This is an optimization exercise on Yosys and OpenROAD, whose aim is small area, not a production implementation.
The RTL was checked by simulation tests, not by an equivalence proof against the original design.
Power figures rest on the tool's default switching activity, not on a simulated workload.

## run 1
// top
module top(rst, clk, start, btnU, btnR, btnD, btnL, seg, an, led, hsync, vsync, red, green, blue);
    input rst, start, clk, btnU, btnR, btnD, btnL;
    output reg [7:0] seg;
    output [3:0] an;
    output reg [7:0] led;
    output wire hsync;
    output wire vsync;
    output reg [2:0] red;
    output reg [2:0] green;
    output reg [1:0] blue;
    function automatic ule(input [10:0] a, input [10:0] b);
        integer n;
        reg r;
        begin
            r = 1'b1;
            for (n = 0; n < 11; n = n + 1) r = (~a[n] & b[n]) | ((~a[n] | b[n]) & r);
            ule = r;
        end
    endfunction
    function automatic ult(input [10:0] a, input [10:0] b);
        integer n;
        reg r;
        begin
            r = 1'b0;
            for (n = 0; n < 11; n = n + 1) r = (~a[n] & b[n]) | ((~a[n] | b[n]) & r);
            ult = r;
        end
    endfunction
    function automatic slt(input [10:0] a, input [10:0] b);
        slt = ult({~a[10], a[9:0]}, {~b[10], b[9:0]});
  ...
For scale: ~4800 cells after synthesis, about 340 flip-flops, ~37 I/O pins.
Settings: LEC_CHECK=0, ABC_AREA=1, CAP_MARGIN=10, CORE_MARGIN=2, CORE_UTILIZATION=55, CTS_CLUSTER_DIAMETER=80, CTS_CLUSTER_SIZE=30, PLACE_DENSITY=0.7, SLEW_MARGIN=10; clock period 12.0 ns.
standard.sh (not shown) runs the stock make flow with config.mk's settings and CLKGATE_MAP_FILE= SYNTH_SCRIPT=/design/flow/synth_recipe.tcl, a recipe that flattens the netlist after the stock synthesis.
==> flow/flow/run.sh <==
#!/bin/bash
set -uo pipefail
W=$PWD
rm -rf "$W/scripts_area"
cp -r "$FLOW_HOME/scripts" "$W/scripts_area"
cp "$W/flow/abc_area.script" "$W/scripts_area/abc_area.script"
export SCRIPTS_DIR="$W/scripts_area"
export ADDER_MAP_FILE=
export BUFFER_PORTS_ARGS="-buffer_cell sky130_fd_sc_hd__buf_1"
bash "$W/standard.sh" finish > "$W/standard_flow.log" 2>&1
status=$?
tail -40 "$W/standard_flow.log"
exit $status
==> flow/flow/abc_area.script <==
strash
&get -n
&fraig -x
&put
scorr
dc2
strash
&get -n
&deepsyn -T 60
&put
dc2
strash
dch -f
map -a
mfs2
strash
dch -f
map -a
topo
dnsize -c
Both conditions hold for run 1: the flow ran to the end and the final layout passed the timing, DRC and antenna checks.
The following lists how run 2 was set up differently from run 1:
Settings: CORE_UTILIZATION: 55 -> 60; PLACE_DENSITY: 0.7 -> 0.75.
-- flow/flow/run.sh --
<<< run 1, line 8
export ADDER_MAP_FILE=
export BUFFER_PORTS_ARGS="-buffer_cell sky130_fd_sc_hd__buf_1"
bash "$W/standard.sh" finish > "$W/standard_flow.log" 2>&1
status=$?
>>> run 2, line 8
export ADDER_MAP_FILE=
export BUFFER_PORTS_ARGS="-buffer_cell sky130_fd_sc_hd__buf_1"
CTS_SIZE=$(sed -n 's/^export CTS_CLUSTER_SIZE = //p' "$W/config.mk")
CTS_DIAM=$(sed -n 's/^export CTS_CLUSTER_DIAMETER = //p' "$W/config.mk")
export CTS_ARGS="-sink_clustering_enable -repair_clock_nets -dont_use_dummy_load -sink_clustering_size ${CTS_SIZE:-30} -sink_clustering_max_diameter ${CTS_DIAM:-80}"
bash "$W/standard.sh" finish > "$W/standard_flow.log" 2>&1
status=$?
==> flow/flow/abc_area.script <==
strash
&get -n
&fraig -x
&put
scorr
dc2
strash
&get -n
&deepsyn -T 60
&put
dc2
strash
&get -n
&dch -f
&nf -R 30 -p -F 16 -A 4 -a
&put
mfs2
strash
&get -n
&dch -f
&nf -R 30 -p -F 16 -A 4 -a
&put
topo
dnsize -c
==> comparison <==
- Run 2: total power lower than run 1
- Diff run 2 and run 1: worst setup slack higher in run 2
- Summary of run 2 over run 1: maximum frequency rose 2.3%, count of non-filler cells in the finished layout fell 979.
- Run 2: relative slew slack higher than run 1
### run 2 -> run 3
Settings: swapping 60 for 62 in CORE_UTILIZATION.
==> flow/flow/run.sh <==
#!/bin/bash
set -uo pipefail
W=$PWD
rm -rf "$W/scripts_area"
cp -r "$FLOW_HOME/scripts" "$W/scripts_area"
cp "$W/flow/abc_area.script" "$W/scripts_area/abc_area.script"
export SCRIPTS_DIR="$W/scripts_area"
export ADDER_MAP_FILE=
bash "$W/standard.sh" finish > "$W/standard_flow.log" 2>&1
status=$?
tail -40 "$W/standard_flow.log"
exit $status
==> flow/flow/abc_area.script <==
strash
&get -n
&fraig -x
&put
scorr
dc2
strash
&get -n
&deepsyn -T 60
&put
dc2
strash
dch -f
map -a
mfs2
strash
dch -f
map -a
topo
dnsize -c
==> results.txt <==
Summary of the comparison: critical path depth in cells is higher in run 3, relative to run 2.
Run 3: number of distinct library cells after synthesis is about 21% lower than what run 2 reported.
Summary of run 3 over run 2: total power rose 72%; maximum frequency now sits lower.
For run 4, these inputs were changed with respect to run 3:
Settings: CORE_UTILIZATION now 55, was 62; PLACE_DENSITY now 0.7, was 0.75.
-- flow/flow/run.sh --
<<< run 3, line 7
export SCRIPTS_DIR="$W/scripts_area"
export ADDER_MAP_FILE=
bash "$W/standard.sh" finish > "$W/standard_flow.log" 2>&1
status=$?
>>> run 4, line 7
export SCRIPTS_DIR="$W/scripts_area"
export ADDER_MAP_FILE=
export BUFFER_PORTS_ARGS="-buffer_cell sky130_fd_sc_hd__buf_1"
CTS_SIZE=$(sed -n 's/^export CTS_CLUSTER_SIZE = //p' "$W/config.mk")
CTS_DIAM=$(sed -n 's/^export CTS_CLUSTER_DIAMETER = //p' "$W/config.mk")
export CTS_ARGS="-sink_clustering_enable -repair_clock_nets -dont_use_dummy_load -sink_clustering_size ${CTS_SIZE:-30} -sink_clustering_max_diameter ${CTS_DIAM:-80}"
bash "$W/standard.sh" finish > "$W/standard_flow.log" 2>&1
status=$?
==> flow/flow/abc_area.script <==
strash
&get -n
&fraig -x
&put
scorr
dc2
strash
&get -n
&deepsyn -T 60
&put
dc2
strash
&get -n
&dch -f
&nf -R 30 -p -F 8 -a
&put
mfs2
strash
&get -n
&dch -f
&nf -R 30 -p -F 8 -a
&put
topo
dnsize -c
### Flow results
- Compared with run 3, run 4 shows largest fanout on the critical path lower by 4.
- Measured against each other, run 3 and run 4 differ in wire length per cell after detailed routing, the lower figure coming from run 3.
- Run 4: all stages complete, timing, DRC and antenna checks passed
- Run 4 has post-route fraction of the period consumed by the critical path above what run 3 had.
- Run 4 ended up with fewer standard cells than run 3.
- Compared with run 3, run 4 improves sum of routed wire length over all layers.
- Comparing number of clock buffers in the layout for run 3 and run 4, the bigger number came from run 3.

[afterwards: timing with drivers on the ports]
The flow's constraints put no driver on any port. The routed layouts listed below were extracted and timed again, unchanged, in two steps. Step 1, drivers: a clkbuf_16 drives clk and a buf_2 each remaining input, both assumed. Step 2 times the ports against the registers' clock, not the clock port: input delays grow and output delays shrink by t, the midpoint of the rising clock arrivals with the driver on. a / b / c = ideal / step 1 / step 2; a / b = the first two.
run | t, ns | setup slack, ns | worst setup path at the end | worst data-port slew with drivers (ns)
run 1 | 0.711 | 1.238 / 1.238 / 1.238 | register to register | 0.06
run 2 | 0.619 | 1.481 / 1.481 / 1.481 | register to register | 0.04
run 3 | 0.704 | 1.309 / 1.309 / 1.309 | register to register | 0.05
run 4 | 0.625 | 1.099 / 1.099 / 1.099 | register to register | 0.04
After both steps every run listed still meets setup and hold.
